This design comes from an exercise in tuning for small area on the open sky130 flow, not from production work.
At most, simulation tests tie the RTL to the original design; equivalence was not proved.
The RTL of run 2 was laid out without a check of its function.

## flow/config.mk

```make
export PLATFORM = sky130hd
export DESIGN_NAME = radar_system
export DESIGN_NICKNAME = radar_system
export VERILOG_FILES = /design/flow/design.v
export SDC_FILE = /design/flow/constraint.sdc
export NUM_CORES = 4
export LEC_CHECK = 0
export CAP_MARGIN = 20
export CORE_MARGIN = 2
export CORE_UTILIZATION = 40
export SLEW_MARGIN = 20
```

## flow/constraint.sdc

```tcl
create_clock -name core_clock -period 25.0 [get_ports {clk}]
set_input_delay 5.0000 -clock core_clock [delete_from_list [all_inputs] [get_ports {clk}]]
set_output_delay 5.0000 -clock core_clock [all_outputs]
set_load 0.01 [all_outputs]
```

## flow/design.v

```verilog
module servo_motor (
    input wire clk,                  
    input wire rst,                  
    input wire [7:0] duty_cycle,     
    output reg servo_control         
);
    parameter CLOCK_FREQ = 100_000_000;  
    parameter PWM_PERIOD = 2_000_000;    
    reg [31:0] counter;              
    reg [31:0] pwm_high_time;        
    always @(posedge clk or posedge rst) begin
        if (rst) begin
            counter <= 0;
            pwm_high_time <= 0;
            servo_control <= 0;
        end
        else begin
        pwm_high_time <= (1000 + (duty_cycle * 1000 / 180)) * (CLOCK_FREQ / 1_000_000);
        if (counter >= PWM_PERIOD) begin
            counter <= 0;
        end else begin
            counter <= counter + 1;
        end
        if (counter < pwm_high_time) begin
            servo_control <= 1;
        end else begin
            servo_control <= 0;
        end
        end
    end
endmodule
module ultrasonic_sensor(
    input clk,
    input rst,
    output reg trig,
    input echo, 
    output reg [15:0] distance
    );
    reg [19:0] trig_counter;
    reg [19:0] echo_counter;
    reg measuring;
    always @(posedge clk or posedge rst) begin
        if (rst) begin
            trig_counter <= 0;
            echo_counter <= 0;
            trig <= 0;
            measuring <= 0;
            distance <= 0;
        end
        else begin
            if (trig_counter < 1000)   
                trig <= 1;
            else
                trig <= 0;
            trig_counter <= trig_counter + 1;
            if (echo == 1) begin
                echo_counter <= echo_counter + 1;
                measuring <= 1;
            end
            else if (measuring) begin
                distance <= echo_counter / 58;   
                echo_counter <= 0;
                measuring <= 0;
            end
            if (trig_counter >= 1200000)   
                trig_counter <= 0;
        end
    end
endmodule
module radar_system(
    input wire clk,              
    input wire rst,              
    output wire pwm,             
    output wire trig,            
    input wire echo,             
    input wire [7:0] angle,      
    output wire [15:0] distance  
);
    servo_motor servo_inst(
        .clk(clk),
        .rst(rst),
        .duty_cycle(angle),
        .servo_control(pwm)
    );
    ultrasonic_sensor sensor_inst(
        .clk(clk),
        .rst(rst),
        .trig(trig),
        .echo(echo),
        .distance(distance)
    );
endmodule
```

## flow/run.sh

```bash
#!/bin/bash
# synth_recipe.tcl (not shown) runs the flow's synth.tcl, then flattens the netlist and writes it again
# the make line also repeats each setting of config.mk as NAME=value (left out here)
make -C /OpenROAD-flow-scripts/flow DESIGN_CONFIG=/design/flow/config.mk WORK_HOME=/design/flow/orfs CLKGATE_MAP_FILE= SYNTH_SCRIPT=/design/flow/synth_recipe.tcl finish
```

==> results of run 1 <==
==> stage by stage <==
stage	cells	util, %	setup WS, ns	hold WS [ns]
floorplan	1682	-	6.37	0.441
global placement	2087	42.3	3.47	0.456
detailed placement	2087	42.3	3.29	0.464
CTS	2103	43.3	3.63	0.480
global route	2103	43.3	2.10	0.490
finish	2103	43.3	3.50	0.480
==> per-layer routing <==
layer,up-vias,global-route usage (%),wire (um),part of all wire (%)
met3,51,1.97,1310,4.0
met2,329,31.2,15300,46
met1,5965,25.6,16000,48
li1,6211,-,-,-
met5,-,0,0,0
met4,0,3.85,475,1.4
==> synth_stat cells (8+ instances only) <==
library cell | instances | area [um^2]
sky130_fd_sc_hd__xnor2_1 | 74 | 648
sky130_fd_sc_hd__o21ai_1 | 9 | 45.0
sky130_fd_sc_hd__nand2_1 | 130 | 488
sky130_fd_sc_hd__or2_2 | 13 | 81.3
sky130_fd_sc_hd__a211oi_1 | 21 | 158
sky130_fd_sc_hd__buf_2 | 25 | 125
sky130_fd_sc_hd__a31oi_1 | 16 | 100
sky130_fd_sc_hd__and4_1 | 8 | 70.1
sky130_fd_sc_hd__clkbuf_1 | 40 | 150
sky130_fd_sc_hd__mux2i_1 | 29 | 290
sky130_fd_sc_hd__ha_1 | 106 | 1330
sky130_fd_sc_hd__a32oi_1 | 8 | 70.1
sky130_fd_sc_hd__dfrtp_1 | 108 | 2700
sky130_fd_sc_hd__and3_1 | 21 | 131
sky130_fd_sc_hd__xor2_1 | 25 | 219
sky130_fd_sc_hd__o21ai_0 | 95 | 475
sky130_fd_sc_hd__o21bai_1 | 13 | 97.6
sky130_fd_sc_hd__nor2b_1 | 18 | 113
sky130_fd_sc_hd__o2111ai_1 | 9 | 78.8
sky130_fd_sc_hd__a2bb2oi_1 | 8 | 70.1
sky130_fd_sc_hd__nand2b_1 | 17 | 106
sky130_fd_sc_hd__a21oi_1 | 79 | 395
sky130_fd_sc_hd__nor3_1 | 38 | 190
sky130_fd_sc_hd__a21o_1 | 20 | 150
sky130_fd_sc_hd__or3_1 | 24 | 150
sky130_fd_sc_hd__and2_1 | 21 | 131
sky130_fd_sc_hd__o211ai_1 | 21 | 158
sky130_fd_sc_hd__nor4_1 | 21 | 131
sky130_fd_sc_hd__nand3_1 | 71 | 355
sky130_fd_sc_hd__nor2_1 | 138 | 518
sky130_fd_sc_hd__o31ai_1 | 25 | 188
sky130_fd_sc_hd__o22ai_1 | 10 | 62.6
sky130_fd_sc_hd__a211o_1 | 14 | 123
sky130_fd_sc_hd__o221ai_1 | 8 | 70.1
sky130_fd_sc_hd__inv_1 | 87 | 327
sky130_fd_sc_hd__o21a_1 | 15 | 113
sky130_fd_sc_hd__fa_1 | 29 | 581
sky130_fd_sc_hd__nand4_1 | 25 | 156
sky130_fd_sc_hd__o31a_1 | 11 | 96.3
sky130_fd_sc_hd__mux2_2 | 8 | 90.1
==> kinds of logic (layout without fill, tap and decap cells) <==
kind of cell	after synthesis	after routing	synth area share [%]
compound gates	521	521	28.7
xor+xnor	105	105	7.11
fa+ha+maj	143	143	14.6
buf+inv	168	141	5.18
flops	108	108	19.8
mux	41	41	3.13
other cells	1	12	0.0275
simple gates	584	584	21.6
==> worst min path at each step <==
stage,startpoint,to,slack (ns),cells after the start
after floorplan,sensor_inst.trig_counter[9]$_DFF_PP0_,sensor_inst.trig_counter[9]$_DFF_PP0_,0.44,1
after global placement,sensor_inst.trig_counter[9]$_DFF_PP0_,sensor_inst.trig_counter[9]$_DFF_PP0_,0.46,1
after detailed placement,sensor_inst.trig_counter[19]$_DFF_PP0_,sensor_inst.trig_counter[19]$_DFF_PP0_,0.46,1
after CTS,sensor_inst.trig_counter[19]$_DFF_PP0_,sensor_inst.trig_counter[19]$_DFF_PP0_,0.48,1
after global routing,sensor_inst.trig_counter[19]$_DFF_PP0_,sensor_inst.trig_counter[19]$_DFF_PP0_,0.49,1
final,sensor_inst.distance[4]$_DFFE_PP0P_,sensor_inst.distance[4]$_DFFE_PP0P_,0.48,2
==> layout make-up <==
cell class / instances / area, um^2
clock buffer: 9 / 225
tap: 448 / 561
sequential: 108 / 2700
timing repair buffer: 36 / 338
fill: 3349 / 19100
multi-input combinational: 1406 / 10300
inverter: 89 / 337
clock inverter: 7 / 100
==> flip-flops by register name, indices dropped and copies added, names as in the netlist <==
| name | flops |
|---|---|
| sensor_inst.distance | 15 |
| servo_inst.pwm_high_time | 18 |
| sensor_inst.echo_counter | 20 |
| sensor_inst.trig | 1 |
| servo_inst.servo_control | 1 |
| sensor_inst.measuring | 1 |
| servo_inst.counter | 32 |
| sensor_inst.trig_counter | 20 |
==> worst max-delay path: cells and delay by family <==
kind / cells / cell delay [ns]
AO/OA/AOI/OAI: 31 / 7.87
adder cells (fa/ha/maj): 10 / 4.07
AND/OR/NAND/NOR: 9 / 3.48
buffers and inverters: 4 / 0.98
XOR/XNOR: 2 / 0.38
==> layout by cell type, fill, tap and decap left out, types with 9 or more instances in the layout <==
cell,synthesis,layout
sky130_fd_sc_hd__nor2_1,138,138
sky130_fd_sc_hd__nand2_1,130,130
sky130_fd_sc_hd__dfrtp_1,108,108
sky130_fd_sc_hd__ha_1,106,106
sky130_fd_sc_hd__o21ai_0,95,95
sky130_fd_sc_hd__inv_1,87,86
sky130_fd_sc_hd__a21oi_1,79,79
sky130_fd_sc_hd__xnor2_1,74,74
sky130_fd_sc_hd__nand3_1,71,71
sky130_fd_sc_hd__nor3_1,38,38
sky130_fd_sc_hd__mux2i_1,29,29
sky130_fd_sc_hd__fa_1,29,29
sky130_fd_sc_hd__clkdlybuf4s50_1,0,27
sky130_fd_sc_hd__o31ai_1,25,25
sky130_fd_sc_hd__nand4_1,25,25
sky130_fd_sc_hd__xor2_1,25,25
sky130_fd_sc_hd__or3_1,24,24
sky130_fd_sc_hd__and2_1,21,21
sky130_fd_sc_hd__o211ai_1,21,21
sky130_fd_sc_hd__nor4_1,21,21
sky130_fd_sc_hd__and3_1,21,21
sky130_fd_sc_hd__a211oi_1,21,21
sky130_fd_sc_hd__a21o_1,20,20
sky130_fd_sc_hd__nor2b_1,18,18
sky130_fd_sc_hd__nand2b_1,17,17
sky130_fd_sc_hd__a31oi_1,16,16
sky130_fd_sc_hd__o21a_1,15,15
sky130_fd_sc_hd__a211o_1,14,14
sky130_fd_sc_hd__o21bai_1,13,13
sky130_fd_sc_hd__or2_2,13,13
sky130_fd_sc_hd__conb_1,1,12
sky130_fd_sc_hd__o31a_1,11,11
sky130_fd_sc_hd__o22ai_1,10,10
sky130_fd_sc_hd__o2111ai_1,9,9
sky130_fd_sc_hd__o21ai_1,9,9
sky130_fd_sc_hd__clkbuf_16,0,9
sky130_fd_sc_hd__buf_4,4,9
==> summary.txt, run 1 <==
Critical path data arrival time: 21.78 ns. Number of antenna violations at the first check in global routing: 0. The fraction of synthesis flops using an asynchronous set or reset pin was 100%. TritonCTS built the clock tree. The final route contains 12600 vias. The die area is 35600 um^2, and the remaining global-route overflow is 0.

The logs give 108 for the count of clock tree sinks and 0.36 ns for the clock latency on the worst-skew pair. For the cell area after layout, the log shows 14600 um^2. The logs give 0 for the number of maximum-capacitance violations and 1796 for the final net count. On the worst path, the slowest cell contributes a delay of 0.83 ns. The clock arrives with 0.0140 ns of skew. Static timing analysis puts the maximum clock frequency at 46.5 MHz.

Via count of the first global-routing pass: 11900. In the routed design, unresolved DRC markers number 0. The total count of max-transition violations in the final report is 0, and the number of optimization iterations in the first detailed-route pass is 6. The path depth of the worst reg2reg path works out to 32.

Minimum clock period after layout: 21.50 ns. The run gives 33.0 mm as the post-detailed-routing wire length.

Entering global routing, the biggest net connects 59 pins. Pin placement for this block handled 29 I/O pins. The run gives 2 as the count of yosys warnings during synthesis. The cell occurring most often along the worst timing path was sky130_fd_sc_hd__a21oi_1. The nature of the critical path endpoint is a register.

Dividing the detail-routed wire length by the instance count gives 15.7 um. After synthesis, the netlist uses 123 different library cells. The synthesized design contains 0 enable-type register cells. The estimated wirelength of the detail-placed design came out at 25.0 mm.

The data required time at the worst endpoint is 25.28 ns, and the first-pass GRT wire length is 56.7 mm. The worst register-to-register path has a setup slack of 14.16 ns. The mean cell area of the mapped netlist is 8.17 um^2. Setup violations remaining at the end of the flow were counted as 0. The startpoint class of the critical path was a primary input. Maximum clock path buffer count: 2.

The tools report the clock tree root buffer cell as sky130_fd_sc_hd__clkbuf_16. Compared with the post-synthesis result, the final layout area differs by 6.55%. The count of nets left with antenna violations once routing finished came out at 0. After the first detailed-routing iteration, the DRC count stood at 1138.

In this run the cell area measured after placement is 14200 um^2. For this run, the leading register cell type out of synthesis is sky130_fd_sc_hd__dfrtp_1. The cell area that synthesis handed to floorplanning was 13700 um^2.

The post-synthesis register bit count was 108; the part of the cycle the worst path needs was 86.0%. The initialized floorplan defines 67 standard-cell rows. Setup repair after global routing left no endpoint under its margin. The initial utilization of the core area, before any placement, comes to 40.6%.

Overall track demand over capacity in global routing: 18.5%. The setup TNS is 0 ns, and the ratio of cells with drive above 1 in the final layout is 6.47%. Buffers inserted during clock tree synthesis total 9.

The total core area was 33600 um^2; the number of hold violations in the final report was 0. The H-tree depth was 3. At the pin with the least slew margin, the transition time is 0.973 ns.

For the placer's final routability congestion estimate, the log shows 0.918. The portion of the post-synthesis area used by sequential elements is 19.8%, and the count of mapped cells out of synthesis is 1671. The worst register-to-register path begins at sensor_inst.echo_counter[19]$_DFFE_PP0P_.

The tools report the launching element of the worst setup path as angle[1]. Once the clock tree was built, the resizer swapped 0 gates to a different size. The count of buffers added on input and output ports is 27. The number of buffers added for setup after CTS is 0.

After clock tree synthesis, the clock-pin slew on the worst setup and hold paths is 0.08 ns. The critical path is of the in2reg type. After detailed routing, the number of vias per cell comes to 5.97.

For the post-cts hold buffer count, the log shows 0. The min-delay analysis places its worst path in the category reg2reg. The largest fanout on the critical path was 15. The run finished with no timing, DRC or antenna violations.

0 antenna diodes ended up in the layout. The worst setup path endpoint was servo_inst.pwm_high_time[18]$_DFF_PP0_. Headroom to the max-slew limit came out at 34.7%.

The floorplan step set the die width to 189 um. Cell with the biggest individual delay on the critical path: sky130_fd_sc_hd__nor4bb_1. The vertical die dimension is 189 um. In this run the critical register-to-register path is captured at sensor_inst.distance[0]$_DFFE_PP0P_.
==> inputs of run 2 (changes only) <==
==> flow/design.v (replaced) <==
module servo_motor (
    input wire clk,
    input wire rst,
    input wire [7:0] duty_cycle,
    output reg servo_control
);
    reg [6:0]  clo;    
    reg [5:0]  r;      
    reg [11:0] g;      
    reg [7:0]  a;      
    wire step = (clo[6] & clo[5] & clo[1] & clo[0]);            
    wire wrap = g[11] & g[10] & ~g[9] & g[8] & g[6] & g[4] & g[3] & g[2] & g[0];  
    wire first = g[11] & g[10] & g[9] & ~g[8];                  
    wire rlast = r[5] & r[4] & r[0];                             
    wire ginc = step & (r == 6'd4 || r == 6'd10 || r == 6'd15 || r == 6'd21 || r == 6'd26 ||
                        r == 6'd32 || r == 6'd37 || r == 6'd43 || r == 6'd49);
    wire neg  = g[11] & g[10] & g[9] & g[8];                     
    wire mid  = (g[11:8] == 4'd0);                               
    always @(posedge clk or posedge rst) begin
        if (rst) begin
            clo <= 0;
            r <= 0;
            g <= 12'hE4D;
            servo_control <= 0;
        end else begin
            clo <= step ? 7'd0 : clo + {6'd0, ~wrap};
            if (step) r <= rlast ? 6'd0 : r + 6'd1;
            g <= (wrap | first) ? 12'hF4D : g + {11'd0, ginc};
            servo_control <= neg | (mid & (a >= g[7:0]));
        end
    end
    always @(posedge clk) a <= duty_cycle;
endmodule
module ultrasonic_sensor(
    input clk,
    input rst,
    output trig,
    input echo,
    output reg [15:0] distance
    );
    reg [19:0] t;
    reg [14:0] q;
    reg [5:0]  e;
    reg        m;      
    assign trig = (t[19:10] == 10'd0) & (t[9:0] != 10'd0) & (t[9:0] <= 10'd1000);
    wire elast = e[5] & e[4] & e[3] & e[0];                        
    wire ewrap = q[14] & q[10] & q[9] & q[7] & q[4] & q[3] & q[2] & q[1]
               & e[5] & e[4] & e[1] & e[0];                         
    always @(posedge clk or posedge rst) begin
        if (rst) begin
            t <= 0;
            m <= 0;
            distance <= 0;
        end else begin
            t <= t + 20'd1;
            m <= echo;
            if (~echo & m) distance <= {1'b0, q};
        end
    end
    always @(posedge clk) begin
        if (~m) begin
            q <= 0;
            e <= 6'd1;
        end else if (ewrap) begin
            q <= 0;
            e <= 0;
        end else if (elast) begin
            q <= q + 15'd1;
            e <= 0;
        end else
            e <= e + 6'd1;
    end
endmodule
module radar_system(
    input wire clk,              
    input wire rst,              
    output wire pwm,             
    output wire trig,            
    input wire echo,             
    input wire [7:0] angle,      
    output wire [15:0] distance  
);
    servo_motor servo_inst(
        .clk(clk),
        .rst(rst),
        .duty_cycle(angle),
        .servo_control(pwm)
    );
    ultrasonic_sensor sensor_inst(
        .clk(clk),
        .rst(rst),
        .trig(trig),
        .echo(echo),
        .distance(distance)
    );
endmodule
==> summary.txt, run 2 <==
The data required time at the worst endpoint was 20.00 ns (-5.28 ns); the clock latency on the worst-skew pair was 0.36 ns (about the same). By area the synthesized netlist is led by sky130_fd_sc_hd__dfrtp_1, sky130_fd_sc_hd__dfxtp_1, sky130_fd_sc_hd__xnor2_1. Setup repair after global routing left no endpoint under its margin. The number of hold violations in the final report was 0 (unchanged).

The run gives 9 (unchanged) as the TritonCTS buffer count. The overall via count from detail_route is 2844 (-77%). The logs give 4150 um^2 (-70%) for the netlist area before placement and 0 ns (unchanged) for the setup TNS.

TritonCTS built the clock tree. Mean cell area of the mapped netlist: 10.5 um^2 (+28%). The sequential cell area is 2140 um^2 (-21%). The routed length per instance is 12.7 um (-19%).

Dominant synthesized flop cell: sky130_fd_sc_hd__dfrtp_1. The worst-margin pin slew is 0.796 ns (-0.177 ns). More flip-flops sit in one register than any other, and that register is sensor_inst.t. For the layout filler cell count, the log shows 974 (-71%).

The run gives 63 (+6.8%) as the largest net degree at the start of global routing. The number of buffers added for setup after CTS was 0 (unchanged). The number of gates resized after cts was 0 (unchanged); the antenna violation net count after detailed routing was 0 (unchanged).

The largest total area in the synthesized netlist belongs to sky130_fd_sc_hd__dfrtp_1. The via count of the first global-routing pass is 2784 (-77%), and the remaining global-route overflow is 0 (unchanged).

The die width is 106 um (-44%). The vertical die dimension is 106 um (-44%), and the number of I/O port buffers is 27 (unchanged).

The ratio of cells with drive above 1 in the final layout was 10.7% (+4.2 points); the setup-violating endpoint count in the final report was 0 (unchanged). Total core area: 10200 um^2 (-70%). The commonest cells after synthesis are sky130_fd_sc_hd__dfrtp_1, sky130_fd_sc_hd__xnor2_1, sky130_fd_sc_hd__nor2_1. Largest fanout on the critical path: 4 (-11).

By startpoint and endpoint, the worst setup path is classified as reg2out. The fraction of synthesis flops using an asynchronous set or reset pin is 68.1% (-32 points). CTS placed an instance of sky130_fd_sc_hd__clkbuf_8 at the clock tree root.

The minimum clock period after layout works out to 6.99 ns (-14.51 ns). The flow ran to the end and the layout has no timing, DRC or antenna violations. For the final antenna diode count, the log shows 0 (unchanged).

The run gives 46.9% (+12 points) as the remaining max-slew budget at the tightest pin. The number of optimization iterations in the first detailed-route pass is 4 (-2). The logs give 0 (unchanged) for the number of maximum-capacitance violations and 14.2% (-4.4 points) for the overall track demand over capacity in global routing. The post-synthesis register bit count was 91 (-16%); the area of the multi-input gates was 1880 um^2 (-82%). The most frequent standard cell in the layout excluding fill and tap cells was sky130_fd_sc_hd__dfrtp_1. The final hold slack came out at 0.462 ns (-0.0171 ns). The maximum clock frequency was 143 MHz (+210%). Critical path data arrival time: 1.99 ns (-19.79 ns). The startpoint class of the critical path is a register. From synthesis to final layout, the design area changed by 15.0%. The first-pass GRT wire length was 12.9 mm (-77%). For the effective utilization at floorplan, the log shows 40.7% (+0.12 points).

The clock-pin slew on the worst setup and hold paths was 0.09 ns (about the same). The top cell types in the final layout, fill and taps aside, are sky130_fd_sc_hd__dfrtp_1, sky130_fd_sc_hd__xnor2_1, sky130_fd_sc_hd__nor2_1. The placer's final routability congestion estimate was 0.778 (-15%). The number of flip-flops in the largest register is 20 (-38%), and the count of mapped cells out of synthesis is 397 (-76%).

The run gives 0 (unchanged) as the post-cts hold buffer count. Cell with the biggest individual delay on the critical path: sky130_fd_sc_hd__clkdlybuf4s50_1. The family of cells with the greatest summed delay on the critical path was buffers and inverters. Most instantiated library cell after synthesis: sky130_fd_sc_hd__dfrtp_1. The total count of max-transition violations in the final report was 0 (unchanged). The number of remaining DRC errors was 0 (unchanged). The via density per instance is 5.02 (-16%), and the final net count is 457 (-75%).

The portion of the post-synthesis area used by sequential elements is 51.6% (+32 points), and the area share of the largest cell type after synthesis is 33.2% (+13 points). The logs give 61 (-95%) for the count of routing violations after the opening detailed-route iteration and 2 (unchanged) for the count of yosys warnings during synthesis. Walking the worst path, the cells encountered are inv_1, ha_1, nand2b_1, nand3b_1, nand4_1, a21oi_1, clkdlybuf4s50_1.

The H-tree depth is 3 (unchanged), and the buffering stage count on the worst path with inverters included is 2 (-2). The number of top-level pins came out at 29 (unchanged). The tools report the count of clock tree sinks as 91 (-16%). The classification of the worst-slack hold path was reg2reg.

The number of enable-type register cells in the synthesized netlist works out to 0 (unchanged). Maximum single-stage delay on the critical path: 0.56 ns (-0.27 ns). The logs give 37 (-45%) for the number of rows in the core area and 2 (unchanged) for the maximum clock path buffer count. The die area was 11200 um^2 (-69%); the post-detailed-routing wire length was 7.18 mm (-78%). The part of the cycle the worst path needs came out at 28.0% (-58 points). The logs give 39 (-68%) for the count of unique library cells instantiated by Yosys and 4.96 mm (-80%) for the estimated wirelength of the detail-placed design.

The worst setup path is captured at an output pin. Clock skew after layout: 0.0139 ns (-0.0000795 ns). The tools report the number of antenna violations at the first check in global routing as 0 (unchanged). The largest registers in the layout are sensor_inst.t: 20 flops, sensor_inst.distance: 15 flops, sensor_inst.q: 15 flops.
## run 2: cell types whose count changed in the layout (fill, tap and decap cells not counted), moves of 30 or more
| cell | previous run | this run |
|---|---|---|
| sky130_fd_sc_hd__a21oi_1 | 79 | 7 |
| sky130_fd_sc_hd__dfrtp_1 | 108 | 55 |
| sky130_fd_sc_hd__ha_1 | 106 | 20 |
| sky130_fd_sc_hd__inv_1 | 86 | 21 |
| sky130_fd_sc_hd__nand2_1 | 130 | 27 |
| sky130_fd_sc_hd__nand3_1 | 71 | 30 |
| sky130_fd_sc_hd__nor2_1 | 138 | 34 |
| sky130_fd_sc_hd__nor3_1 | 38 | 8 |
| sky130_fd_sc_hd__o21ai_0 | 95 | 6 |
| sky130_fd_sc_hd__xnor2_1 | 74 | 35 |
## run 2: worst paths after layout
kind                                             start  slack (ns)                                   to  depth (start not counted)
max in group asynchronous                          rst       19.29  sensor_inst.distance[4]$_DFFE_PP0P_                          3
min reg2reg                sensor_inst.e[0]$_SDFF_PN1_        0.46          sensor_inst.e[0]$_SDFF_PN1_                          1
max                         sensor_inst.t[0]$_DFF_PP0_       18.01                                 trig                          7
min in group asynchronous                          rst        5.16           sensor_inst.t[1]$_DFF_PP0_                          3
min                        sensor_inst.e[0]$_SDFF_PN1_        0.46          sensor_inst.e[0]$_SDFF_PN1_                          1
max reg2reg                servo_inst.r[0]$_DFFE_PP0P_       22.37            servo_inst.g[8]$_DFF_PP0_                         12
## run 2: logic make-up (layout without fill, tap and decap cells)
logic type               count (synthesis)  in the layout  synth area share [%]
flip-flops                              91             91                  51.6
XOR/XNOR                                49             49                  10.3
buffers and inverters                   34             68                  3.17
AO/OA/AOI/OAI                           29             29                  4.73
adder cells (fa/ha/maj)                 20             20                  6.03
other                                    1              1                0.0904
AND/OR/NAND/NOR                        155            155                  19.2
multiplexers                            18             18                  4.82
## run 2: cell type report
type | count | share of cell area (%)
clock inverter | 6 | 1.21
timing repair buffer | 30 | 6.14
inverter | 22 | 1.73
sequential | 91 | 44.9
clock buffer | 10 | 3.12
multi-input combinational | 272 | 39.4
tap | 136 | 3.57
## run 2: per-stage QoR
step	instances	cell area [um^2]	utilization, %	setup WS [ns]
final	567	4770	46.8	18.01
after global routing	567	4770	46.8	17.83
after CTS	567	4770	46.8	17.97
after detailed placement	551	4560	44.8	18.39
after global placement	551	4560	44.8	18.39
after floorplan	397	4150	-	18.47
## run 2: per-layer routing
layer / global-route usage [%] / part of all wire (%) / up-vias
met4: 6.95 / 1.8 / 0
met1: 19.3 / 51 / 1372
met5: 0 / 0 / -
li1: - / - / 1433
met3: 2.41 / 1.8 / 9
met2: 21.8 / 45 / 30
==> inputs of run 3 (changes only) <==
--- a/flow/design.v
+++ b/flow/design.v
@@ -36,3 +36,3 @@
     input rst,
-    output trig,
+    output reg trig,
     input echo,
@@ -44,6 +44,8 @@
     reg        m;      
-    assign trig = (t[19:10] == 10'd0) & (t[9:0] != 10'd0) & (t[9:0] <= 10'd1000);
-    wire elast = e[5] & e[4] & e[3] & e[0];                        
+    wire tz = (t[18:0] == 19'd0);
+    wire tset = tz & ~t[19];                                        
+    wire tclr = t[16] & t[15] & t[10] & t[7] & t[6] & t[2];         
+    wire elast = e[4] & e[3] & e[2] & e[1] & e[0];                 
     wire ewrap = q[14] & q[10] & q[9] & q[7] & q[4] & q[3] & q[2] & q[1]
-               & e[5] & e[4] & e[1] & e[0];                         
+               & e[3] & e[2] & e[1] & e[0];                         
     always @(posedge clk or posedge rst) begin
@@ -51,2 +53,3 @@
             t <= 0;
+            trig <= 0;
             m <= 0;
@@ -54,3 +57,4 @@
         end else begin
-            t <= t + 20'd1;
+            t <= {t[18:0], t[19] ^ t[16] ^ tz};
+            trig <= tset | (trig & ~tclr);
             m <= echo;
@@ -62,3 +66,3 @@
             q <= 0;
-            e <= 6'd1;
+            e <= 6'd1;                                              
         end else if (ewrap) begin
@@ -70,3 +74,3 @@
         end else
-            e <= e + 6'd1;
+            e <= {e[4:0], ~(e[5] ^ e[0])};
     end
==> flow/flow/run.sh (new file) <==
#!/bin/bash
# The standard layout (standard.sh, unchanged synthesis), with two changes:
# each port gets a buf_1 as its port buffer, and clock tree synthesis adds no dummy loads.
set -euo pipefail
export BUFFER_PORTS_ARGS="-buffer_cell sky130_fd_sc_hd__buf_1"
export CTS_ARGS="-sink_clustering_enable -repair_clock_nets -dont_use_dummy_load"
bash standard.sh > standard_make.log 2>&1
==> flow/standard.sh (new file) <==
#!/bin/bash
# synth_recipe.tcl (not shown) runs the flow's synth.tcl, then flattens the netlist and writes it again
# the make line also repeats each setting of config.mk as NAME=value (left out here)
make -C /OpenROAD-flow-scripts/flow DESIGN_CONFIG=/design/flow/config.mk WORK_HOME=/design/flow/orfs CLKGATE_MAP_FILE= SYNTH_SCRIPT=/design/flow/synth_recipe.tcl "${@:-finish}"
removed: flow/run.sh
==> summary.txt, run 3 <==
Clock-pin slew on the worst setup and hold paths: 0.09 ns (about the same). The worst-margin pin slew was 1.04 ns (+0.241 ns); the via count of the first global-routing pass was 2353 (-15%). The tools report the worst hold path endpoint as sensor_inst.t[4]$_DFF_PP0_.

The type of the worst setup path is reg2out. The run gives 0 (unchanged) as the number of gates resized after cts. The via density per instance came out at 4.87 (-3.0%). The run gives 403 (-12%) as the final net count.

The startpoint class of the critical path is a register. The run gives 170 MHz (+19%) as the maximum clock frequency. The most instantiated library cell after synthesis is sky130_fd_sc_hd__dfrtp_1.

The run gives 11.2 mm (-13%) as the first-pass GRT wire length. The adder-cell share of the synthesized area was 5.56% (-0.47 points); the die width was 102 um (-3.8%). The tools report the setup-violating endpoint count in the final report as 0 (unchanged). The logs give 895 (-8.1%) for the layout filler cell count and 0 (unchanged) for the remaining global-route overflow. The placer's final routability congestion estimate is 0.792 (+1.8%). The cell area after layout is 4180 um^2 (-12%), and the vertical die dimension is 102 um (-3.8%). The number of optimization iterations in the first detailed-route pass is 4 (unchanged). The tools report the count of routing violations after the opening detailed-route iteration as 73 (+20%).

Among all flip-flop cells after synthesis, the most frequent one is sky130_fd_sc_hd__dfrtp_1. The number of flip-flops in the largest register is 20 (unchanged), and the count of unique library cells instantiated by Yosys is 44 (+13%). The number of I/O port buffers is 27 (unchanged). Pre-CTS worst setup slack: 19.07 ns (+0.682 ns).

In this run the most critical hold path is launched from sensor_inst.t[3]$_DFF_PP0_. The number of antenna violations at the first check in global routing came out at 0 (unchanged). The most frequent standard cell in the layout excluding fill and tap cells was sky130_fd_sc_hd__dfrtp_1. The hold path depth was 0 (-1). By area, the combinational part of the netlist is dominated by simple AND/OR/NAND/NOR gates.

The post-synthesis register bit count was 92 (+1.1%). The estimated wirelength of the detail-placed design was 4.38 mm (-12%). The maximum single-stage delay on the critical path is 0.39 ns (-0.17 ns).

In the synthesized netlist, the cells that appear most often are sky130_fd_sc_hd__dfrtp_1, sky130_fd_sc_hd__dfxtp_1, sky130_fd_sc_hd__nand2_1. The basic-gate share of the synthesized area counting and, or, nand and nor cells was 17.2% (-2.0 points); the netlist area before placement was 3830 um^2 (-7.8%). Summed over all instances, the cell type with the most area after synthesis is sky130_fd_sc_hd__dfrtp_1.

For the largest net degree at the start of global routing, the log shows 64 (+1.6%). The top cell types in the final layout, fill and taps aside, are sky130_fd_sc_hd__dfrtp_1, sky130_fd_sc_hd__dfxtp_1, sky130_fd_sc_hd__buf_1. The run gives 13.9% (-0.26 points) as the overall track demand over capacity in global routing. Area growth from synthesis to layout: 9.19%. The logs give 22.56 ns (+0.19 ns) for the slack of the worst reg-to-reg path and 29 (unchanged) for the number of top-level pins. For the die area, the log shows 10400 um^2 (-7.5%). For the overall via count from detail_route, the log shows 2443 (-14%). The count of yosys warnings during synthesis came out at 2 (unchanged). The ratio of cells with drive above 1 in the final layout works out to 10.5% (-0.22 points). The tools report the data required time at the worst endpoint as 20.00 ns (about the same). Setup repair after global routing left no endpoint under its margin. The run gives 92 (+1.1%) as the count of clock tree sinks.

TritonCTS built the clock tree. The post-detailed-routing wire length is 6.45 mm (-10%). The number of remaining DRC errors is 0 (unchanged). The post-synthesis xor/xnor area fraction was 6.41% (-3.9 points).

Final core utilization: 45.2% (-1.6 points). The logs give 9240 um^2 (-9.3%) for the total core area and 0 (unchanged) for the number of buffers added for setup after CTS. The area share of the largest cell type after synthesis was 36.6% (+3.5 points); the TritonCTS buffer count was 9 (unchanged). The number of hold violations in the final report was 0 (unchanged). The H-tree depth was 3 (unchanged). The total count of max-transition violations in the final report was 0 (unchanged); the antenna violation net count after detailed routing was 0 (unchanged).

The top register by number of flip-flops was sensor_inst.t. The run gives 35 (-5.4%) as the number of rows in the core area. The routed length per instance came out at 12.9 um (+1.5%). For the total cell area at the placement stage, the log shows 4050 um^2 (-11%). The fraction of synthesis flops using an asynchronous set or reset pin was 68.5% (+0.35 points).

Minimum clock period after layout: 5.88 ns (-1.11 ns). The critical path goes through buf_1. For the remaining max-slew budget at the tightest pin, the log shows 30.4% (-17 points).

The largest fanout on the critical path came out at 2 (-2). The startpoint identified for the worst register-to-register timing path is servo_inst.r[0]$_DFFE_PP0P_. The family of cells with the greatest summed delay on the critical path is flip-flops.

The largest registers in the layout are sensor_inst.t: 20 flops, sensor_inst.distance: 15 flops, sensor_inst.q: 15 flops. The buffering stage count on the worst path with inverters included was 1 (-1); the proportion of synthesized area in mux cells was 4.94% (+0.11 points). The count of mapped cells out of synthesis was 347 (-13%).

The tools report the clock tree root buffer cell as sky130_fd_sc_hd__clkbuf_8. The final antenna diode count was 0 (unchanged); the part of the cycle the worst path needs was 23.5% (-4.4 points). The number of gates on the worst path with buffers counted was 1 (-6); the setup TNS was 0 ns (unchanged). The post-cts hold buffer count came out at 0 (unchanged). The largest individual stage delay along the critical path comes from the cell sky130_fd_sc_hd__dfrtp_1. For the maximum clock path buffer count, the log shows 2 (unchanged).

STA classifies the critical path endpoint as an output pin. The path depth of the worst reg2reg path came out at 12 (unchanged). The clock skew after layout is 0.0292 ns (+0.0153 ns). The run finished with no timing, DRC or antenna violations. Tracing the worst setup path back leads to its startpoint at sensor_inst.distance[1]$_DFFE_PP0P_. After synthesis, the cell types taking the most area are sky130_fd_sc_hd__dfrtp_1, sky130_fd_sc_hd__dfxtp_1, sky130_fd_sc_hd__ha_1. The compound-gate portion of the synthesized area came out at 6.02% (+1.3 points).

In this run the critical register-to-register path is captured at servo_inst.g[10]$_DFF_PP1_. In this run the worst hold path is classified as reg2reg. The clock latency on the worst-skew pair is 0.36 ns (about the same). The final worst setup slack was 19.12 ns (+1.11 ns).

The mean cell area of the mapped netlist was 11.0 um^2 (+5.5%). The tools report the number of maximum-capacitance violations as 0 (unchanged). The portion of the post-synthesis area used by sequential elements is 56.6% (+5.0 points), and the critical path data arrival time is 0.88 ns (-1.11 ns). The effective utilization at floorplan is 41.4% (+0.66 points), and the number of enable-type register cells in the synthesized netlist is 0 (unchanged).
[run 3: changes by cell type after synthesis, moves of 3 or more]
cell / delta
sky130_fd_sc_hd__xor2_1: -4
sky130_fd_sc_hd__o21ai_0: +7
sky130_fd_sc_hd__inv_1: -3
sky130_fd_sc_hd__nand4_1: -11
sky130_fd_sc_hd__xnor2_1: -17
sky130_fd_sc_hd__nand3_1: -6
sky130_fd_sc_hd__nor2_1: -12
sky130_fd_sc_hd__nor4_1: -7
sky130_fd_sc_hd__ha_1: -3
[run 3: layout make-up]
type	instances	area (um^2)	area share, %
clock buffer	9	124	2.96
inverter	19	71.3	1.71
tap	129	161	3.86
sequential	92	2170	51.8
timing repair buffer	29	116	2.79
multi-input combinational	224	1540	36.8
[run 3: worst max-delay path by stage]
stage / to / slack (ns)
6_report: distance[1] / 19.12
4_1_cts: distance[3] / 19.10
3_3_place_gp: sensor_inst.distance[5]$_DFFE_PP0P_ / 19.10
5_1_grt: distance[7] / 19.06
3_5_place_dp: sensor_inst.distance[3]$_DFFE_PP0P_ / 19.07
2_1_floorplan: sensor_inst.distance[0]$_DFFE_PP0P_ / 18.44
[run 3: cells by family (layout without fill, tap and decap cells)]
kind of cell    Yosys count  count (layout)
compound gates           38              38
xor+xnor                 28              28
fa+ha+maj                17              17
buf+inv                  31              57
flops                    92              92
mux                      17              17
other cells               1               1
simple gates            123             123
[run 3: per-layer routing]
| layer | vias up | GRT usage, % | wire [um] |
|---|---|---|---|
| met1 | 1156 | 20.3 | 3370 |
| met2 | 29 | 19.1 | 2730 |
| met4 | 0 | 6.55 | 123 |
| met5 | - | 0 | 0 |
| li1 | 1248 | - | - |
| met3 | 10 | 3.66 | 225 |
[run 3: through the flow]
| stage | hold WS, ns | std cells |
|---|---|---|
| 6_report | 0.372 | 502 |
| 5_1_grt | 0.384 | 502 |
| 4_1_cts | 0.376 | 502 |
| 3_5_place_dp | 0.356 | 493 |
| 3_3_place_gp | 0.353 | 493 |
| 2_1_floorplan | 0.346 | 347 |
==> inputs of run 4 (changes only) <==
==> flow/flow/run.sh (replaced) <==
#!/bin/bash
# The standard layout (standard.sh) with three changes:
#  - synthesis is synth_recipe.tcl unchanged, but abc uses flow/area.abc (area-oriented mapping);
#  - each port gets a buf_1 as its port buffer;
#  - clock tree synthesis adds no dummy loads.
set -euo pipefail
W=$PWD
export AREA_ABC_SCRIPT=$W/flow/area.abc
export FLOW_SYNTH_TCL=$W/synth_recipe.tcl
export BUFFER_PORTS_ARGS="-buffer_cell sky130_fd_sc_hd__buf_1"
export CTS_ARGS="-sink_clustering_enable -repair_clock_nets -dont_use_dummy_load"
sed "s#SYNTH_SCRIPT=[^ ]*#SYNTH_SCRIPT=$W/flow/synth.tcl#" standard.sh > standard_area.sh
grep -q "SYNTH_SCRIPT=$W/flow/synth.tcl" standard_area.sh
bash standard_area.sh > standard_make.log 2>&1
==> flow/flow/area.abc (new file) <==
strash
&get -n
&deepsyn -T 30
&put
dch -f
amap
strash
dch -f
amap
topo
stime -c
==> flow/flow/synth.tcl (new file) <==
# The standard synthesis (synth_recipe.tcl, sourced unchanged), except that abc maps the
# logic with flow/area.abc, an area-oriented script, instead of ORFS's speed script.
proc abc {args} {
  set i [lsearch $args -script]
  if {$i >= 0} { lset args [expr {$i + 1}] $::env(AREA_ABC_SCRIPT) }
  yosys abc {*}$args
}
source $::env(FLOW_SYNTH_TCL)
==> summary.txt, run 4 <==
The run gives 10.4 mm (-7.1%) as the first-pass GRT wire length. The tools report the antenna violation net count after detailed routing as 0 (unchanged). The logs give 2 (unchanged) for the count of yosys warnings during synthesis and 0 (unchanged) for the total count of max-transition violations in the final report.

The ratio of cells with drive above 1 in the final layout is 5.25% (-5.2 points), and the area growth from synthesis to layout is 10.5%. The logs give 2406 (+2.3%) for the via count of the first global-routing pass and 3560 um^2 (-6.9%) for the netlist area before placement. Worst-margin pin slew: 0.767 ns (-0.270 ns). For the maximum clock path buffer count, the log shows 2 (unchanged). The mean cell area of the mapped netlist was 10.4 um^2 (-5.8%); the minimum clock period after layout was 6.41 ns (+0.524 ns). The tools report the number of maximum-capacitance violations as 0 (unchanged). sky130_fd_sc_hd__dfrtp_1 is the most common cell in the netlist.

The number of top-level pins is 29 (unchanged). The post-cts hold buffer count is 0 (unchanged). The maximum clock frequency is 156 MHz (-8.2%). The effective utilization at floorplan came out at 41.0% (-0.36 points). The clock-pin slew on the worst setup and hold paths came out at 0.09 ns (about the same). The worst setup path is launched from a primary input. The setup-violating endpoint count in the final report was 0 (unchanged); the routed length per instance was 12.0 um (-6.6%).

The number of enable-type register cells in the synthesized netlist was 0 (unchanged). The non-filler instance count after layout came out at 489 (-2.6%).

The dominant cell type by area after synthesis is sky130_fd_sc_hd__dfrtp_1. The run gives 4.11 mm (-6.1%) as the estimated wirelength of the detail-placed design. The fraction of met3 tracks used by global routing was 2.93% (-0.72 points); the count of routing violations after the opening detailed-route iteration was 105 (+44%). The slack of the worst reg-to-reg path was 22.21 ns (-0.35 ns). Setup repair after global routing left no endpoint under its margin. Die area: 9680 um^2 (-6.6%). After synthesis, the cell types taking the most area are sky130_fd_sc_hd__dfrtp_1, sky130_fd_sc_hd__dfxtp_1, sky130_fd_sc_hd__ha_1.

Met1 global-route usage: 17.3% (-3.0 points). Most frequent standard cell in the layout excluding fill and tap cells: sky130_fd_sc_hd__dfrtp_1. Classification of the worst-slack hold path: reg2reg.

In the layout the commonest cells are sky130_fd_sc_hd__dfrtp_1, sky130_fd_sc_hd__clkinv_1, sky130_fd_sc_hd__nor2_1. The met2 track utilization from global routing came out at 21.0% (+1.9 points). The run gives 4 (unchanged) as the number of optimization iterations in the first detailed-route pass.

The H-tree depth came out at 3 (unchanged). The count of mapped cells out of synthesis was 343 (-1.2%); the cell area after layout was 3940 um^2 (-5.8%). The count of clock tree sinks was 92 (unchanged). The register with the most flip-flops in the final layout is sensor_inst.t.

For the portion of the post-synthesis area used by sequential elements, the log shows 60.8% (+4.2 points). The count of placed standard cells including taps is 479 (-2.8%), and the total cell area at the placement stage is 3810 um^2 (-6.1%). The tools report the clock skew after layout as 0.0202 ns (-0.00893 ns). The die width was 98.4 um (-3.4%).

Ranked by instance count, the synthesized netlist is headed by sky130_fd_sc_hd__dfrtp_1, sky130_fd_sc_hd__clkinv_1, sky130_fd_sc_hd__nor2_1. In the final layout, the registers with the most flip-flops are sensor_inst.t: 20 flops, sensor_inst.distance: 15 flops, sensor_inst.q: 15 flops. The via density per instance is 4.93 (+1.3%), and the number of antenna violations at the first check in global routing is 0 (unchanged).

TritonCTS built the clock tree. Type of the worst setup path: in2reg. The remaining global-route overflow was 0 (unchanged).

The TritonCTS buffer count is 9 (unchanged). Placer's final routability congestion estimate: 0.768 (-3.1%). The count of unique library cells instantiated by Yosys came out at 29 (-34%). The number of buffers added for setup after CTS came out at 0 (unchanged). Layer carrying the most global-route usage: met2.

The clock latency on the worst-skew pair is 0.35 ns (about the same), and the data required time at the worst endpoint is 25.22 ns (+5.22 ns). For the number of hold violations in the final report, the log shows 0 (unchanged). Vertical die dimension: 98.4 um (-3.4%).

The number of flip-flops in the largest register works out to 20 (unchanged). In the synthesized netlist the dominant register cell turns out to be sky130_fd_sc_hd__dfrtp_1. The tools report the post-detailed-routing wire length as 5.87 mm (-9.0%). Total core area: 8680 um^2 (-6.1%).

The logs give 45.3% (+0.13 points) for the final core utilization and 411 (+2.0%) for the final net count. The largest fanout on the critical path is 22 (+20). The part of the cycle the worst path needs is 25.6% (+2.1 points). The setup TNS was 0 ns (unchanged); the fraction of synthesis flops using an asynchronous set or reset pin was 68.5% (unchanged).

The run finished with no timing, DRC or antenna violations. For the number of remaining DRC errors, the log shows 0 (unchanged). For the overall via count from detail_route, the log shows 2411 (-1.3%).

For the remaining max-slew budget at the tightest pin, the log shows 48.8% (+18 points). The worst setup path is captured at a register. The number of gates resized after cts is 0 (unchanged), and the area share of the largest cell type after synthesis is 39.3% (+2.7 points). The number of I/O port buffers came out at 27 (unchanged). Post-synthesis register bit count: 92 (unchanged).

The critical path data arrival time is 6.62 ns (+5.74 ns). The tree is rooted in a sky130_fd_sc_hd__clkbuf_8. The number of rows in the core area is 34 (-2.9%). The overall track demand over capacity in global routing is 13.2% (-0.69 points), and the largest net degree at the start of global routing is 64 (unchanged). The final antenna diode count is 0 (unchanged).
## run 4: cell types whose count changed after synthesis, sizes merged, moves of 6 or more
cell	delta
xor2	-10
mux2	-15
xnor2	-18
nor3	+7
a22o	+8
nand2	+9
nand3	-16
o21ai	+6
o21a	+9
clkbuf	-10
nor2	+16
clkinv	+39
a211oi	+8
inv	-19
## run 4: area by class of cell
cell class,instances,area (um^2)
flip-flops and latches,92,2170
multi-input cells,211,1240
clock buffers,9,124
repair buffers,30,121
inverters,39,146
fillers,848,4740
well taps,108,135
## run 4: cells by family (layout without fill, tap and decap cells)
logic type / count (synthesis) / in the layout / synth area share, %
flip-flops: 92 / 92 / 60.8
AND/OR/NAND/NOR: 120 / 120 / 15.4
other: 1 / 1 / 0.105
buffers and inverters: 40 / 78 / 4.32
adder cells (fa/ha/maj): 17 / 17 / 5.97
AO/OA/AOI/OAI: 73 / 73 / 13.4
## run 4: metrics by stage
step | hold slack, ns | setup slack (ns)
after detailed placement | 0.362 | 18.22
after CTS | 0.365 | 18.56
after floorplan | 0.354 | 18.78
after global routing | 0.362 | 18.36
final | 0.360 | 18.59
after global placement | 0.359 | 18.40
## run 4: worst paths after layout
path / from / end / cells past startpoint
worst max-delay path: echo / sensor_inst.distance[7]$_DFFE_PP0P_ / 4
worst min-delay path: sensor_inst.t[9]$_DFF_PP0_ / sensor_inst.t[10]$_DFF_PP0_ / 0
worst max register to register: servo_inst.r[1]$_DFFE_PP0P_ / servo_inst.g[11]$_DFF_PP1_ / 17
worst min register to register: sensor_inst.t[9]$_DFF_PP0_ / sensor_inst.t[10]$_DFF_PP0_ / 0
max in group asynchronous: rst / sensor_inst.distance[7]$_DFFE_PP0P_ / 3
min in group asynchronous: rst / sensor_inst.t[18]$_DFF_PP0_ / 3
## run 4: layer usage
metal	routed length [um]	part of all wire [%]
met2	2630	45
met1	2960	50
met3	174	3.0
met4	101	1.7
met5	0	0
## run 4: worst max-delay path: stages
cell                       delay, ns
sky130_fd_sc_hd__buf_1          0.08
sky130_fd_sc_hd__nor2b_1        0.51
sky130_fd_sc_hd__clkinv_1       0.64
sky130_fd_sc_hd__a22o_1         0.38
==> inputs of run 5 (changes only) <==
--- a/flow/flow/run.sh
+++ b/flow/flow/run.sh
@@ -2,3 +2,4 @@
 # The standard layout (standard.sh) with three changes:
-#  - synthesis is synth_recipe.tcl unchanged, but abc uses flow/area.abc (area-oriented mapping);
+#  - synthesis is synth_recipe.tcl unchanged, but abc uses flow/area.abc (area-oriented mapping),
+#    and adders are left to abc instead of being mapped to ha/fa cells first (no ADDER_MAP_FILE);
 #  - each port gets a buf_1 as its port buffer;
@@ -9,2 +10,3 @@
 export FLOW_SYNTH_TCL=$W/synth_recipe.tcl
+export ADDER_MAP_FILE=
 export BUFFER_PORTS_ARGS="-buffer_cell sky130_fd_sc_hd__buf_1"
==> summary.txt, run 5 <==
The TritonCTS buffer count was 9 (unchanged). The tools report the cell area after layout as 3700 um^2 (-6.0%). The met3 routed wirelength is 192 um (+10%).

The number of antenna violations at the first check in global routing is 0 (unchanged), and the worst-margin pin slew is 1.01 ns (+0.241 ns). The detailed router used layers up to and including met4. The number of rows in the core area was 33 (-2.9%); the largest fanout on the critical path was 28 (+27%). Count of yosys warnings during synthesis: 2 (unchanged).

Setup-violating endpoint count in the final report: 0 (unchanged). The tools report the total cell area at the placement stage as 3570 um^2 (-6.1%). The worst setup path is captured at a register. STA classifies the critical path startpoint as a primary input.

The setup TNS is 0 ns (unchanged), and the minimum clock period after layout is 5.98 ns (-0.423 ns). The largest registers in the layout are sensor_inst.t: 20 flops, sensor_inst.distance: 15 flops, sensor_inst.q: 15 flops. The antenna violation net count after detailed routing is 0 (unchanged). The area share of the largest cell type after synthesis works out to 41.9% (+2.6 points).

The run gives 64.8% (+4.0 points) as the portion of the post-synthesis area used by sequential elements. The run gives 3340 um^2 (-6.2%) as the netlist area before placement. The count of routing violations after the opening detailed-route iteration is 111 (+5.7%), and the count of mapped cells out of synthesis is 336 (-2.0%). The mean cell area of the mapped netlist works out to 9.95 um^2 (-4.2%). The estimated wirelength of the detail-placed design is 4.03 mm (-2.0%). The number of flip-flops in the largest register was 20 (unchanged); the layout filler cell count was 817 (-3.7%). Ranked by flip-flop count, first place goes to sensor_inst.t.

The flow ran to the end and the layout has no timing, DRC or antenna violations. For the count of clock tree sinks, the log shows 92 (unchanged). The most instantiated library cell after synthesis was sky130_fd_sc_hd__dfrtp_1. Setup repair after global routing left no endpoint under its margin. Ranked by total cell area, the synthesized netlist is headed by sky130_fd_sc_hd__dfrtp_1, sky130_fd_sc_hd__dfxtp_1, sky130_fd_sc_hd__nor2_1. The biggest area contributor in the post-synthesis netlist is sky130_fd_sc_hd__dfrtp_1. The remaining max-slew budget at the tightest pin was 32.1% (-17 points). Via count of the first global-routing pass: 2113 (-12%). The routed length on met2 was 2.62 mm (-0.38%); the post-synthesis register bit count was 92 (unchanged). The maximum clock path buffer count was 2 (unchanged); the clock latency on the worst-skew pair was 0.36 ns (about the same). The data required time at the worst endpoint is 25.25 ns (+0.03 ns), and the clock-pin slew on the worst setup and hold paths is 0.09 ns (about the same). The ratio of cells with drive above 1 in the final layout is 4.84% (-0.41 points).

The number of I/O port buffers was 27 (unchanged). The fraction of synthesis flops using an asynchronous set or reset pin was 68.5% (unchanged). The clock skew after layout was 0.0301 ns (+0.00984 ns).

The count of unique library cells instantiated by Yosys came out at 30 (+3.4%). The final hold slack is 0.370 ns (+0.00958 ns), and the die width is 95.4 um (-3.0%). For the die area, the log shows 9100 um^2 (-5.9%). The overall track demand over capacity in global routing is 13.7% (+0.51 points), and the number of top-level pins is 29 (unchanged). The library cells used most frequently in the layout, excluding fill and tap cells, are sky130_fd_sc_hd__dfrtp_1, sky130_fd_sc_hd__nor2_1, sky130_fd_sc_hd__clkinv_1.

The vertical die dimension works out to 95.4 um (-3.0%). The number of optimization iterations in the first detailed-route pass is 4 (unchanged), and the post-cts hold buffer count is 0 (unchanged). For this run, the leading register cell type out of synthesis is sky130_fd_sc_hd__dfrtp_1. The final net count came out at 385 (-6.3%).

TritonCTS built the clock tree. The run gives 0 (unchanged) as the number of remaining DRC errors. The worst hold path belongs to the class reg2reg.

The post-detailed-routing wire length came out at 5.76 mm (-1.8%). The critical path data arrival time is 6.23 ns (-0.39 ns), and the remaining global-route overflow is 0 (unchanged). The total count of max-transition violations in the final report is 0 (unchanged), and the number of maximum-capacitance violations is 0 (unchanged).

The first-pass GRT wire length is 9.67 mm (-7.2%), and the number of enable-type register cells in the synthesized netlist is 0 (unchanged). The number of hold violations in the final report came out at 0 (unchanged). Most frequent standard cell in the layout excluding fill and tap cells: sky130_fd_sc_hd__dfrtp_1. The H-tree depth is 3 (unchanged), and the number of gates resized after cts is 0 (unchanged). The largest net degree at the start of global routing is 64 (unchanged). The part of the cycle the worst path needs was 23.9% (-1.7 points); the total core area was 8180 um^2 (-5.8%). The overall via count from detail_route is 2311 (-4.1%), and the area growth from synthesis to layout is 10.7%.

For the final antenna diode count, the log shows 0 (unchanged). The placer's final routability congestion estimate came out at 0.788 (+2.6%). The maximum clock frequency was 167 MHz (+7.1%).

The tools report the met1 wire length as 2.90 mm (-1.9%). The number of buffers added for setup after CTS was 0 (unchanged). Counting instances in the post-synthesis netlist gives the leading cell types as sky130_fd_sc_hd__dfrtp_1, sky130_fd_sc_hd__nor2_1, sky130_fd_sc_hd__clkinv_1. The routed length per instance was 12.1 um (+0.66%). Clock tree synthesis selected as its root buffer the cell sky130_fd_sc_hd__clkbuf_8. The setup path with the least slack is of type in2reg.

The effective utilization at floorplan is 40.9% (-0.17 points), and the via density per instance is 4.84 (-1.7%).
[run 5: worst paths after layout]
path                            slack [ns]                             endpoint                         from  cells after the start
worst max-delay path                 19.02  sensor_inst.distance[2]$_DFFE_PP0P_                         echo                      4
max in group asynchronous            19.61            servo_inst.g[5]$_DFF_PP0_                          rst                      3
worst min register to register        0.37           sensor_inst.t[2]$_DFF_PP0_   sensor_inst.t[1]$_DFF_PP0_                      0
min in group asynchronous             4.86  sensor_inst.distance[2]$_DFFE_PP0P_                          rst                      3
worst min-delay path                  0.37           sensor_inst.t[2]$_DFF_PP0_   sensor_inst.t[1]$_DFF_PP0_                      0
worst max register to register       21.72           servo_inst.g[11]$_DFF_PP1_  servo_inst.r[0]$_DFFE_PP0P_                     18
[run 5: layout make-up]
cell class	count	area, um^2	share of cell area [%]
Inverter	44	165	4.47
Clock buffer	9	124	3.35
Tap cell	105	131	3.55
Multi-Input combinational cell	199	1000	27.1
Sequential cell	92	2170	58.6
Timing Repair Buffer	28	109	2.94
[run 5: critical path, cell delays in order]
cell and delay [ns]:
sky130_fd_sc_hd__buf_1 0.09, sky130_fd_sc_hd__nor2_1 0.18, sky130_fd_sc_hd__clkinv_1 0.55, sky130_fd_sc_hd__a22o_1 0.40
[run 5: per-layer routing]
metal	GRT usage, %	vias up
met5	0	-
li1	-	1197
met1	18.7	1083
met3	4.51	4
met2	21.2	27
met4	3.57	0
[run 5: cell families after synthesis]
kind of cell,count (synthesis),share of synthesized area [%]
and+or+nand+nor,135,18.2
DFF,92,64.8
AOI/OAI and AO/OA,63,11.8
buffers and inverters,45,5.17
other,1,0.112
[run 5: through the flow]
stage | utilization (%) | setup slack (ns) | instances
global route | 45.2 | 18.85 | 477
finish | 45.2 | 19.02 | 477
floorplan | - | 19.02 | 336
detailed placement | 43.7 | 18.62 | 468
global placement | 43.7 | 18.72 | 468
CTS | 45.2 | 19.01 | 477
==> inputs of run 6 (changes only) <==
--- a/flow/design.v
+++ b/flow/design.v
@@ -6,14 +6,13 @@
 );
-    reg [6:0]  clo;    
-    reg [5:0]  r;      
-    reg [11:0] g;      
-    reg [7:0]  a;      
-    wire step = (clo[6] & clo[5] & clo[1] & clo[0]);            
-    wire wrap = g[11] & g[10] & ~g[9] & g[8] & g[6] & g[4] & g[3] & g[2] & g[0];  
-    wire first = g[11] & g[10] & g[9] & ~g[8];                  
-    wire rlast = r[5] & r[4] & r[0];                             
-    wire ginc = step & (r == 6'd4 || r == 6'd10 || r == 6'd15 || r == 6'd21 || r == 6'd26 ||
-                        r == 6'd32 || r == 6'd37 || r == 6'd43 || r == 6'd49);
-    wire neg  = g[11] & g[10] & g[9] & g[8];                     
-    wire mid  = (g[11:8] == 4'd0);                               
+    reg [6:0] clo;    
+    reg [5:0] f;
+    reg [9:0] h;
+    reg [7:0] a;      
+    wire step  = clo[6] & clo[5] & clo[1] & clo[0];       
+    wire wrap  = h[9] & ~h[8] & h[6] & h[5];               
+    wire first = h[9] & h[8] & ~h[7];                      
+    wire neg   = h[9] & h[8] & h[7];                       
+    wire mid   = ~h[9] & ~h[8];                            
+    wire fine  = (f < 6'd9);
+    wire hinc  = step & (mid ? fine : (f == 6'd0));
     always @(posedge clk or posedge rst) begin
@@ -21,4 +20,4 @@
             clo <= 0;
-            r <= 0;
-            g <= 12'hE4D;
+            f <= 6'd41;
+            h <= 10'd768;
             servo_control <= 0;
@@ -26,5 +25,5 @@
             clo <= step ? 7'd0 : clo + {6'd0, ~wrap};
-            if (step) r <= rlast ? 6'd0 : r + 6'd1;
-            g <= (wrap | first) ? 12'hF4D : g + {11'd0, ginc};
-            servo_control <= neg | (mid & (a >= g[7:0]));
+            if (step) f <= fine ? f + 6'd41 : f - 6'd9;
+            h <= (wrap | first) ? 10'd1004 : h + {9'd0, hinc};
+            servo_control <= neg | (mid & (a > h[7:0]));
         end
==> summary.txt, run 6 <==
The flow ran to the end and the layout has no timing, DRC or antenna violations. The minimum clock period after layout is 6.00 ns (+0.0132 ns). The fraction of synthesis flops using an asynchronous set or reset pin is 67.8% (-0.70 points), and the cell area after layout is 3580 um^2 (-3.1%).

For the total count of max-transition violations in the final report, the log shows 0 (unchanged). Number of enable-type register cells in the synthesized netlist: 0 (unchanged). The worst-margin pin slew is 0.813 ns (-0.196 ns), and the clock latency on the worst-skew pair is 0.34 ns (-0.02 ns). Cell with the biggest individual delay on the critical path: sky130_fd_sc_hd__clkinv_1. The run gives 4 (unchanged) as the number of optimization iterations in the first detailed-route pass. For the total core area, the log shows 7770 um^2 (-5.0%).

The number of I/O port buffers is 27 (unchanged), and the setup-violating endpoint count in the final report is 0 (unchanged). The run gives 13.4% (-0.32 points) as the overall track demand over capacity in global routing. For the count of unique library cells instantiated by Yosys, the log shows 30 (unchanged). The netlist area before placement is 3230 um^2 (-3.4%). For the number of maximum-capacitance violations, the log shows 0 (unchanged).

The tools report the clock tree root buffer cell as sky130_fd_sc_hd__clkbuf_8. The library cell used most frequently in the layout, excluding fill and tap cells, is sky130_fd_sc_hd__dfrtp_1. Number of hold violations in the final report: 0 (unchanged).

The final net count was 370 (-3.9%). For the number of rows in the core area, the log shows 32 (-3.0%). The largest fanout on the critical path was 28 (unchanged); the met2 track utilization from global routing was 20.1% (-1.1 points).

The layout filler cell count is 779 (-4.7%), and the fraction of met3 tracks used by global routing is 3.37% (-1.1 points). The met1 global-route usage came out at 18.2% (-0.54 points). The largest registers in the layout are sensor_inst.t: 20 flops, sensor_inst.distance: 15 flops, sensor_inst.q: 15 flops. Yosys instantiated no cell more often than sky130_fd_sc_hd__dfrtp_1. The maximum single-stage delay on the critical path works out to 0.55 ns (about the same). The antenna violation net count after detailed routing was 0 (unchanged); the number of buffers added for setup after CTS was 0 (unchanged). Ranked by instance count, the synthesized netlist is headed by sky130_fd_sc_hd__dfrtp_1, sky130_fd_sc_hd__nor2_1, sky130_fd_sc_hd__clkinv_1, sky130_fd_sc_hd__nand2_1, sky130_fd_sc_hd__o21ai_0.

The register with the most flip-flops in the final layout is sensor_inst.t. The count of yosys warnings during synthesis is 2 (unchanged). The worst setup path is captured at a register. The post-cts hold buffer count is 0 (unchanged). Traced cell by cell, the critical path runs through buf_1, nor2_1, clkinv_1, a22o_1.

The tools report the overall via count from detail_route as 2213 (-4.2%). After synthesis, the cell types taking the most area are sky130_fd_sc_hd__dfrtp_1, sky130_fd_sc_hd__dfxtp_1, sky130_fd_sc_hd__nor2_1. Number of antenna violations at the first check in global routing: 0 (unchanged). The die width works out to 93.9 um (-1.6%). The final antenna diode count is 0 (unchanged).

The tools report the maximum clock path buffer count as 2 (unchanged). The critical path is of the in2reg type. The final core utilization is 46.1% (+0.88 points), and the clock skew after layout is 0.0180 ns (-0.0121 ns).

The logs give 41.6% (+0.70 points) for the effective utilization at floorplan and 0 (unchanged) for the number of gates resized after cts. The routed length per instance came out at 11.5 um (-5.2%). The portion of the post-synthesis area used by sequential elements is 65.4% (+0.63 points), and the post-detailed-routing wire length is 5.26 mm (-8.8%). The number of remaining DRC errors was 0 (unchanged).

The data required time at the worst endpoint is 25.23 ns (-0.02 ns). The dominant synthesized flop cell is sky130_fd_sc_hd__dfrtp_1. Remaining max-slew budget at the tightest pin: 45.3% (+13 points).

Ratio of cells with drive above 1 in the final layout: 4.48% (-0.36 points). The vertical die dimension works out to 93.9 um (-1.6%). The area share of the largest cell type after synthesis is 43.4% (+1.5 points). Startpoint class of the critical path: a primary input.

The dominant cell type by area after synthesis is sky130_fd_sc_hd__dfrtp_1. The part of the cycle the worst path needs came out at 24.0% (+0.053 points). The count of mapped cells out of synthesis was 321 (-4.5%); the number of flip-flops in the largest register was 20 (unchanged). The layer flagged by global routing as most heavily used is met2. Maximum clock frequency: 167 MHz (-0.22%). Setup repair after global routing left no endpoint under its margin. The tools report the setup TNS as 0 ns (unchanged).

Relative to the synthesized area, the layout overhead comes to 10.9%. The via count of the first global-routing pass came out at 2046 (-3.2%).

The TritonCTS buffer count is 9 (unchanged). The count of routing violations after the opening detailed-route iteration came out at 78 (-30%). The first-pass GRT wire length was 9.21 mm (-4.7%); the post-synthesis register bit count was 90 (-2.2%).

The H-tree depth is 3 (unchanged). The estimated wirelength of the detail-placed design is 3.69 mm (-8.4%), and the clock-pin slew on the worst setup and hold paths is 0.08 ns (about the same). The run gives 0 (unchanged) as the remaining global-route overflow. The top cell types in the final layout, fill and taps aside, are sky130_fd_sc_hd__dfrtp_1, sky130_fd_sc_hd__nor2_1, sky130_fd_sc_hd__nand2_1. The mean cell area of the mapped netlist was 10.1 um^2 (+1.1%). The placer's final routability congestion estimate is 0.733 (-6.9%), and the via density per instance is 4.82 (-0.49%).

The run gives 29 (unchanged) as the number of top-level pins. The total cell area at the placement stage was 3460 um^2 (-3.3%). The largest net degree at the start of global routing is 62 (-3.1%). The tightest min-delay check is of the reg2reg type.

TritonCTS built the clock tree. The logs give 8810 um^2 (-3.2%) for the die area and 90 (-2.2%) for the count of clock tree sinks. The critical path data arrival time came out at 6.22 ns (about the same).
run 6: changes by cell type after synthesis, sizes merged, moves of 3 or more:
cell	before	now
nor3	17	10
a211oi	12	8
o21ai	26	30
nor2	52	42
nor4	5	9
clkinv	44	40
o211a	0	3
nand2	35	40
run 6: final timing paths:
path / startpoint / to / slack [ns] / depth (start not counted)
worst max-delay path: echo / sensor_inst.distance[3]$_DFFE_PP0P_ / 19.00 / 4
worst min-delay path: sensor_inst.t[8]$_DFF_PP0_ / sensor_inst.t[9]$_DFF_PP0_ / 0.38 / 0
worst max register to register: sensor_inst.e[2]$_SDFF_PP0_ / sensor_inst.q[14]$_SDFFE_PP0P_ / 21.66 / 13
worst min register to register: sensor_inst.t[8]$_DFF_PP0_ / sensor_inst.t[9]$_DFF_PP0_ / 0.38 / 0
max in group asynchronous: rst / servo_inst.clo[1]$_DFF_PP0_ / 19.65 / 3
min in group asynchronous: rst / sensor_inst.t[14]$_DFF_PP0_ / 4.83 / 3
run 6: cell type report:
class | instances | area (um^2) | share of cell area [%]
Sequential cell | 90 | 2110 | 59.0
Tap cell | 102 | 128 | 3.56
Timing Repair Buffer | 28 | 109 | 3.04
Clock buffer | 9 | 124 | 3.46
Multi-Input combinational cell | 190 | 958 | 26.8
Inverter | 40 | 150 | 4.19
run 6: layer usage:
layer | wire, um | vias to the layer above
li1 | - | 1154
met1 | 2630 | 1025
met2 | 2370 | 25
met3 | 155 | 9
met4 | 104 | 0
met5 | 0 | -
run 6: per-stage QoR:
step	hold WS, ns	std cells	worst slack, ns
after floorplan	0.354	321	19.02
after global placement	0.360	450	18.74
after detailed placement	0.362	450	18.63
after CTS	0.382	459	18.99
after global routing	0.395	459	18.80
final	0.379	459	19.00
run 6: critical path, delay by kind of cell:
family	cells	cell delay, ns
and+or+nand+nor	1	0.18
buffers and inverters	2	0.63
AOI/OAI and AO/OA	1	0.40
run 6: kinds of logic after synthesis:
family / count (synthesis) / share of synthesized area, %
AOI/OAI and AO/OA: 68 / 12.9
other: 1 / 0.116
DFF: 90 / 65.4
and+or+nand+nor: 121 / 16.7
buffers and inverters: 41 / 4.88

## re-timing with driven ports
How much do the figures lean on ideal ports? The routed layouts below were timed once more, with nothing changed but the port constraints.
Step 1, drivers: a clkbuf_16 drives clk and a buf_2 each remaining input, both assumed.
Step 2, shift: input delay + t, output delay - t, t = (earliest + latest rising clock arrival at the registers) / 2. This alone moves slack from input paths to output paths.
a / b / c = ideal / step 1 / step 2; a / b = the first two.
| run | t, ns | setup slack, ns | hold slack, ns | worst setup path after step 2 | slew at the worst register clock pin (ns) |
|---|---|---|---|---|---|
| run 1 | 0.407 | 3.500 / 3.527 / 3.119 | 0.480 / 0.480 / 0.480 | input to register | 0.09 / 0.09 |
| run 2 | 0.387 | 18.008 / 17.977 / 18.364 | 0.462 / 0.462 / 0.462 | register to output | 0.11 / 0.11 |
| run 3 | 0.369 | 19.119 / 19.090 / 19.072 | 0.372 / 0.372 / 0.372 | input to register | 0.09 / 0.09 |
| run 4 | 0.369 | 18.594 / 18.603 / 18.234 | 0.360 / 0.360 / 0.360 | input to register | 0.09 / 0.09 |
| run 5 | 0.370 | 19.018 / 19.027 / 18.656 | 0.370 / 0.370 / 0.370 | input to register | 0.09 / 0.09 |
| run 6 | 0.364 | 19.005 / 19.015 / 18.651 | 0.379 / 0.379 / 0.379 | input to register | 0.08 / 0.08 |
After both steps setup and hold are still met in every run listed. For run 1, which loses most, drivers alone change the setup slack by +0.027 ns; drivers and shift together by -0.381 ns.
